This is an optimization exercise on Yosys and OpenROAD, whose aim is small area, not a production implementation. In this exercise RTL edits were held to simulation tests only and were not proved equivalent to the original. Power and IR drop assume default switching activity.

// motorpackage
module motorpackage(
    input        inc,
    input        rst,
    input        en,
    input        rxin,
    input        q1a, q1b, q2a, q2b, q3a, q3b, q4a, q4b,
    input  [2:0] hall1, hall2, hall3, hall4, hall5,
    output [1:0] a1, b1, c1,
    output [1:0] a2, b2, c2,
    output [1:0] a3, b3, c3,
    output [1:0] a4, b4, c4,
    output [1:0] a5, b5, c5,
    output       tx
    );
Size: about 2,300 cells after synthesis, roughly 58 I/O pins.
==> flow/config.mk <==
export PLATFORM = sky130hd
export DESIGN_NAME = motorpackage
export DESIGN_NICKNAME = motorpackage
export VERILOG_FILES = /design/flow/design.v
export SDC_FILE = /design/flow/constraint.sdc
export NUM_CORES = 4
export LEC_CHECK = 0
export ABC_AREA = 1
export CAP_MARGIN = 20
export CORE_MARGIN = 2
export CORE_UTILIZATION = 40
export CTS_BUF_LIST = sky130_fd_sc_hd__clkbuf_16
export CTS_CLUSTER_DIAMETER = 80
export CTS_CLUSTER_SIZE = 25
export GPL_TIMING_DRIVEN = 1
export SLEW_MARGIN = 20
==> flow/constraint.sdc <==
create_clock -name core_clock -period 10.0 [get_ports {inc}]
set_input_delay 2.0000 -clock core_clock [delete_from_list [all_inputs] [get_ports {inc}]]
set_output_delay 2.0000 -clock core_clock [all_outputs]
set_load 0.01 [all_outputs]
standard.sh (not shown) runs the stock make flow with config.mk's settings and CLKGATE_MAP_FILE= SYNTH_SCRIPT=/design/flow/synth_recipe.tcl, a recipe that flattens the netlist after the stock synthesis.
==> flow/flow/run.sh <==
#!/bin/bash
# Layout flow: the standard synthesis, then the combinational logic of
# its netlist re-mapped for area (flow/remap.sh: registers, adder cells and
# names kept), then the standard layout steps with two options changed:
#  - the port buffers inserted at placement are the smallest buffer
#    (every input and output port still gets its own buffer);
#  - clock tree synthesis adds no dummy loads.
# Logs: standard_synth.log and standard.log (make), remap.log (yosys),
# and each ORFS step's own log under orfs/logs.
set -euo pipefail
HERE=$(pwd)
R=$HERE/orfs/results/sky130hd/motorpackage/base
LIB=$FLOW_HOME/platforms/sky130hd/lib/sky130_fd_sc_hd__tt_025C_1v80.lib
YOSYS=$FLOW_HOME/../tools/install/yosys/bin/yosys
[ -x "$YOSYS" ] || YOSYS=$(command -v yosys)

export BUFFER_PORTS_ARGS="-buffer_cell sky130_fd_sc_hd__buf_1"
export CTS_ARGS="-sink_clustering_enable -repair_clock_nets -sink_clustering_size 25 -sink_clustering_max_diameter 80 -buf_list sky130_fd_sc_hd__clkbuf_16 -dont_use_dummy_load"

bash standard.sh synth > standard_synth.log 2>&1
cp "$R/1_2_yosys.v" "$HERE/1_2_yosys_standard.v"
bash flow/remap.sh "$HERE/1_2_yosys_standard.v" "$R/1_2_yosys.v" "$LIB" "$YOSYS" "$HERE/remap.log"
rm -f "$R/1_synth.odb" "$R/1_synth.sdc"
bash standard.sh > standard.log 2>&1
Other scripts of this flow, unchanged in this note and not shown: flow/flow/remap.sh
The baseline produced a clean layout.
==> next run, changes <==
--- a/flow/config.mk
+++ b/flow/config.mk
@@ -11 +11 @@
-export CORE_UTILIZATION = 40
+export CORE_UTILIZATION = 60
The new run completed with no timing, DRC or antenna violations.
Setup slack gets worse by 0.050 ns.
Hold slack gets better by 0.017 ns.
Die area shrinks by 33%.
Global-route usage grows by 8.3 points.
==> next run, changes <==
--- a/flow/flow/run.sh
+++ b/flow/flow/run.sh
@@ -18 +18 @@
-export CTS_ARGS="-sink_clustering_enable -repair_clock_nets -sink_clustering_size 25 -sink_clustering_max_diameter 80 -buf_list sky130_fd_sc_hd__clkbuf_16 -dont_use_dummy_load"
+export CTS_ARGS="-sink_clustering_enable -repair_clock_nets -sink_clustering_size 30 -sink_clustering_max_diameter 90 -buf_list sky130_fd_sc_hd__clkbuf_16 -dont_use_dummy_load"
--- a/flow/config.mk
+++ b/flow/config.mk
@@ -11 +11 @@
-export CORE_UTILIZATION = 60
+export CORE_UTILIZATION = 40
Result:
- The changed run went through all stages and came out clean
- clock skew shrinks by 0.025 ns
- register-to-register slack gains 0.06 ns
- total power is about the same
- non-clock buffer count is higher by 1
- wire length climbs by 6.2%
- area after synthesis is unchanged

---

Setup of run A:
Another version of the RTL of motorpackage (not shown whole).
Size in the first run: ~1,900 cells after synthesis, about 58 I/O pins.
export LEC_CHECK = 0
export ABC_AREA = 1
export CAP_MARGIN = 20
export CORE_MARGIN = 2
export CORE_UTILIZATION = 40
export CTS_BUF_LIST = sky130_fd_sc_hd__clkbuf_16
export CTS_CLUSTER_DIAMETER = 80
export CTS_CLUSTER_SIZE = 25
export GPL_TIMING_DRIVEN = 1
export SLEW_MARGIN = 20
create_clock -name core_clock -period 10.0 [get_ports {inc}]
==> flow/flow/run.sh <==
#!/bin/bash
# Layout flow: the standard synthesis, then the combinational logic of
# its netlist re-mapped for area (flow/remap.sh: registers, adder cells and
# names kept), then the standard layout steps with two options changed:
#  - the port buffers inserted at placement are the smallest buffer
#    (every input and output port still gets its own buffer);
#  - clock tree synthesis adds no dummy loads.
# Logs: standard_synth.log and standard.log (make), remap.log (yosys),
# and each ORFS step's own log under orfs/logs.
set -euo pipefail
HERE=$(pwd)
R=$HERE/orfs/results/sky130hd/motorpackage/base
LIB=$FLOW_HOME/platforms/sky130hd/lib/sky130_fd_sc_hd__tt_025C_1v80.lib
YOSYS=$FLOW_HOME/../tools/install/yosys/bin/yosys
[ -x "$YOSYS" ] || YOSYS=$(command -v yosys)

export BUFFER_PORTS_ARGS="-buffer_cell sky130_fd_sc_hd__buf_1"
export CTS_ARGS="-sink_clustering_enable -repair_clock_nets -sink_clustering_size 30 -sink_clustering_max_diameter 90 -buf_list sky130_fd_sc_hd__clkbuf_16 -dont_use_dummy_load"

bash standard.sh synth > standard_synth.log 2>&1
cp "$R/1_2_yosys.v" "$HERE/1_2_yosys_standard.v"
bash flow/remap.sh "$HERE/1_2_yosys_standard.v" "$R/1_2_yosys.v" "$LIB" "$YOSYS" "$HERE/remap.log"
rm -f "$R/1_synth.odb" "$R/1_synth.sdc"
bash standard.sh > standard.log 2>&1
==> flow/flow/remap.sh <==
#!/bin/bash
# Re-maps the combinational logic of the standard synthesis netlist for
# area with ABC's area mapper (amap).  Registers, full/half adder cells and
# port names are kept as the standard synthesis made them.
# usage: remap.sh IN.v OUT.v LIBERTY YOSYS LOGFILE
set -euo pipefail
IN=$1; OUT=$2; LIB=$3; YOSYS=$4; LOG=$5
# cells the mapper may not use: ORFS's dont-use list plus clock, delay,
# tie, and special-purpose cells
DU=""
for c in $(grep -o 'cell *( *"\?sky130_fd_sc_hd__[a-z0-9_]*' "$LIB" | sed 's/.*(\s*"\?//' \
           | grep -E 'lpflow|probe|clk|dly|diode|tap|fill|decap|conb|macro|buf_16|bufbuf|sdf|sedf|dfb|dfr|dfs|dlx|dlr|dlc|einv|ebuf'); do
  DU="$DU -dont_use $c"
done
KEEP=$(grep -o 'sky130_fd_sc_hd__\(df\|edf\|fa_\|ha_\|conb_\)[a-z0-9_]*' "$IN" | sort -u | tr '\n' ' ')
cat > remap.ys <<EOS
read_liberty -ignore_miss_func $LIB
read_verilog $IN
hierarchy -top motorpackage
setattr -mod -set keep_hierarchy 1 $KEEP
flatten
opt_clean
tee -o remap_before.txt stat -liberty $LIB
abc -liberty $LIB $DU -script +strash;dch;amap;topo
opt_clean -purge
hilomap -singleton -hicell sky130_fd_sc_hd__conb_1 HI -locell sky130_fd_sc_hd__conb_1 LO
insbuf -buf sky130_fd_sc_hd__buf_1 A X
opt_clean -purge
tee -o remap_after.txt stat -liberty $LIB
select motorpackage
write_verilog -noattr -nohex -nodec -selected $OUT
EOS
"$YOSYS" -s remap.ys > "$LOG" 2>&1
Run A has completed all stages; timing, DRC and antenna checks passed.
What run B does differently from run A at the input level:
-- flow/flow/run.sh --
<<< run A, line 18
export CTS_ARGS="-sink_clustering_enable -repair_clock_nets -sink_clustering_size 30 -sink_clustering_max_diameter 90 -buf_list sky130_fd_sc_hd__clkbuf_16 -dont_use_dummy_load"
>>> run B, line 18
export CTS_ARGS="-sink_clustering_enable -repair_clock_nets -sink_clustering_size 25 -sink_clustering_max_diameter 80 -buf_list sky130_fd_sc_hd__clkbuf_16 -dont_use_dummy_load"
-- flow/flow/remap.sh --
<<< run A, line 2
# Re-maps the combinational logic of the standard synthesis netlist for
# area with ABC's area mapper (amap).  Registers, full/half adder cells and
# port names are kept as the standard synthesis made them.
>>> run B, line 2
# Re-maps the combinational logic of the standard synthesis netlist
# (adder cells included) for area with ABC's area mapper (amap, repeated).
# Registers and port names are kept as the standard synthesis made them.
<<< run A, line 15
KEEP=$(grep -o 'sky130_fd_sc_hd__\(df\|edf\|fa_\|ha_\|conb_\)[a-z0-9_]*' "$IN" | sort -u | tr '\n' ' ')
>>> run B, line 15
KEEP=$(grep -o 'sky130_fd_sc_hd__\(df\|edf\|conb_\)[a-z0-9_]*' "$IN" | sort -u | tr '\n' ' ')
<<< run A, line 24
abc -liberty $LIB $DU -script +strash;dch;amap;topo
>>> run B, line 24
abc -liberty $LIB $DU -script +strash;dch;amap;strash;dch;amap;strash;dch;amap;strash;dch;amap;strash;dch;amap;strash;dch;amap;topo
--- outcome ---
From run A to run B the numbers moved as follows: routing usage on met3 increased 0.60 points, final weighted congestion in routability-driven placement went down about 0.6%. Where wire length after detailed routing is concerned, run A is better than run B. In the final design statistics, run B uses more standard cells in total than run A.
The inputs of run C differ from those of run B as listed below.
# run B
export LEC_CHECK = 0
export ABC_AREA = 1
export CAP_MARGIN = 20
export CORE_MARGIN = 2
export CORE_UTILIZATION = 40
export CTS_BUF_LIST = sky130_fd_sc_hd__clkbuf_16
export CTS_CLUSTER_DIAMETER = 80
export CTS_CLUSTER_SIZE = 25
export GPL_TIMING_DRIVEN = 1
export SLEW_MARGIN = 20
create_clock -name core_clock -period 10.0 [get_ports {inc}]
# run C
export LEC_CHECK = 0
export ABC_AREA = 1
export CAP_MARGIN = 5
export CORE_MARGIN = 2
export CORE_UTILIZATION = 40
export CTS_BUF_LIST = sky130_fd_sc_hd__clkbuf_16
export CTS_CLUSTER_DIAMETER = 80
export CTS_CLUSTER_SIZE = 25
export GPL_TIMING_DRIVEN = 1
export SLEW_MARGIN = 5
create_clock -name core_clock -period 10.0 [get_ports {inc}]
-- flow/flow/remap.sh --
<<< run B, line 2
# Re-maps the combinational logic of the standard synthesis netlist
# (adder cells included) for area with ABC's area mapper (amap, repeated).
# Registers and port names are kept as the standard synthesis made them.
>>> run C, line 2
# Re-maps the combinational logic of the standard synthesis netlist for
# area with ABC's area mapper (amap).  Registers, full/half adder cells and
# port names are kept as the standard synthesis made them.
<<< run B, line 15
KEEP=$(grep -o 'sky130_fd_sc_hd__\(df\|edf\|conb_\)[a-z0-9_]*' "$IN" | sort -u | tr '\n' ' ')
>>> run C, line 15
KEEP=$(grep -o 'sky130_fd_sc_hd__\(df\|edf\|fa_\|ha_\|conb_\)[a-z0-9_]*' "$IN" | sort -u | tr '\n' ' ')
<<< run B, line 24
abc -liberty $LIB $DU -script +strash;dch;amap;strash;dch;amap;strash;dch;amap;strash;dch;amap;strash;dch;amap;strash;dch;amap;topo
>>> run C, line 24
abc -liberty $LIB $DU -script +strash;dch;amap;topo
==> comparison <==
The non-clock buffer count of run C falls short of that of run B by 2.
On run C: final HPWL from detailed placement is 3900 um lower than what run B gave.
Detailed route, run C vs run B: via total lower for run C
Re first-pass iteration count of the detailed router: run C is 3 down on run B.
Depth of the worst register-to-register path: run C and run B compared, higher one is run B
Of run C and run B, the run reporting the lower die area was run B.
Delta (run C minus run B): total power now larger, cell area after layout now larger, cell area after synthesis now larger, number of standard cells after synthesis now smaller, time the final worst path needs with I/O delays and setup now larger.
--- input diff run C..run D ---
# run C
export LEC_CHECK = 0
export ABC_AREA = 1
export CAP_MARGIN = 5
export CORE_MARGIN = 2
export CORE_UTILIZATION = 40
export CTS_BUF_LIST = sky130_fd_sc_hd__clkbuf_16
export CTS_CLUSTER_DIAMETER = 80
export CTS_CLUSTER_SIZE = 25
export GPL_TIMING_DRIVEN = 1
export SLEW_MARGIN = 5
create_clock -name core_clock -period 10.0 [get_ports {inc}]
# run D
export LEC_CHECK = 0
export ABC_AREA = 1
export CAP_MARGIN = 20
export CORE_MARGIN = 2
export CORE_UTILIZATION = 40
export CTS_BUF_LIST = sky130_fd_sc_hd__clkbuf_16
export CTS_CLUSTER_DIAMETER = 80
export CTS_CLUSTER_SIZE = 25
export GPL_TIMING_DRIVEN = 1
export SLEW_MARGIN = 20
create_clock -name core_clock -period 10.0 [get_ports {inc}]
--- outcome ---
- As far as fraction of area in multi-input gates is concerned, run C and run D perform about the same.
- For area of all placed cells without fillers, run D and run C come out practically identical.
- There was hardly any difference in switching fraction of total power between run D and run C.
- Of the two candidates, run C has the worse number of DRC markers after the initial detailed-route iteration and run D the better one.
- ~same leakage power figure in run C and run D
- Taking run C as the reference, in run D worst setup slack rose 0.084 ns; synthesized cell count about even.
- Run C -> run D: layout cell share with drive strength beyond 1 flat
- Final period utilization: run D vs run C down 0.84 points
- Delta (run D minus run C): sequential share of layout area stayed essentially flat, peak supply drop stayed essentially flat.

re-timing with driven ports:
No port has a modelled driver above. Below, the same layouts with a new extraction and two added sets of constraints. Step 1, drivers: a clkbuf_16 drives inc and a buf_2 each remaining input, both assumed. Step 2 moves the port delays by t, midway between the first and last clock arrival at a register: inputs arrive t later, outputs are due t later. That takes back most of the time a late clock gives input paths. Three values: ideal ports, drivers, drivers and shift; two values: the first two.
run | t, ns | setup slack, ns | worst register clock-pin slew, ns
the first run of note 1 | 0.573 | 1.823 / 1.823 / 1.823 | 0.10 / 0.10
the second run of note 1 | 0.571 | 1.773 / 1.773 / 1.773 | 0.10 / 0.10
the third run of note 1 | 0.575 | 1.837 / 1.837 / 1.837 | 0.11 / 0.11
run A | 0.576 | 2.100 / 2.100 / 2.100 | 0.11 / 0.11
run B | 0.589 | 3.316 / 3.316 / 3.316 | 0.10 / 0.10
run C | 0.586 | 2.054 / 2.054 / 2.054 | 0.10 / 0.10
run D | 0.584 | 2.138 / 2.138 / 2.138 | 0.10 / 0.10
After both steps every run listed still meets setup and hold.
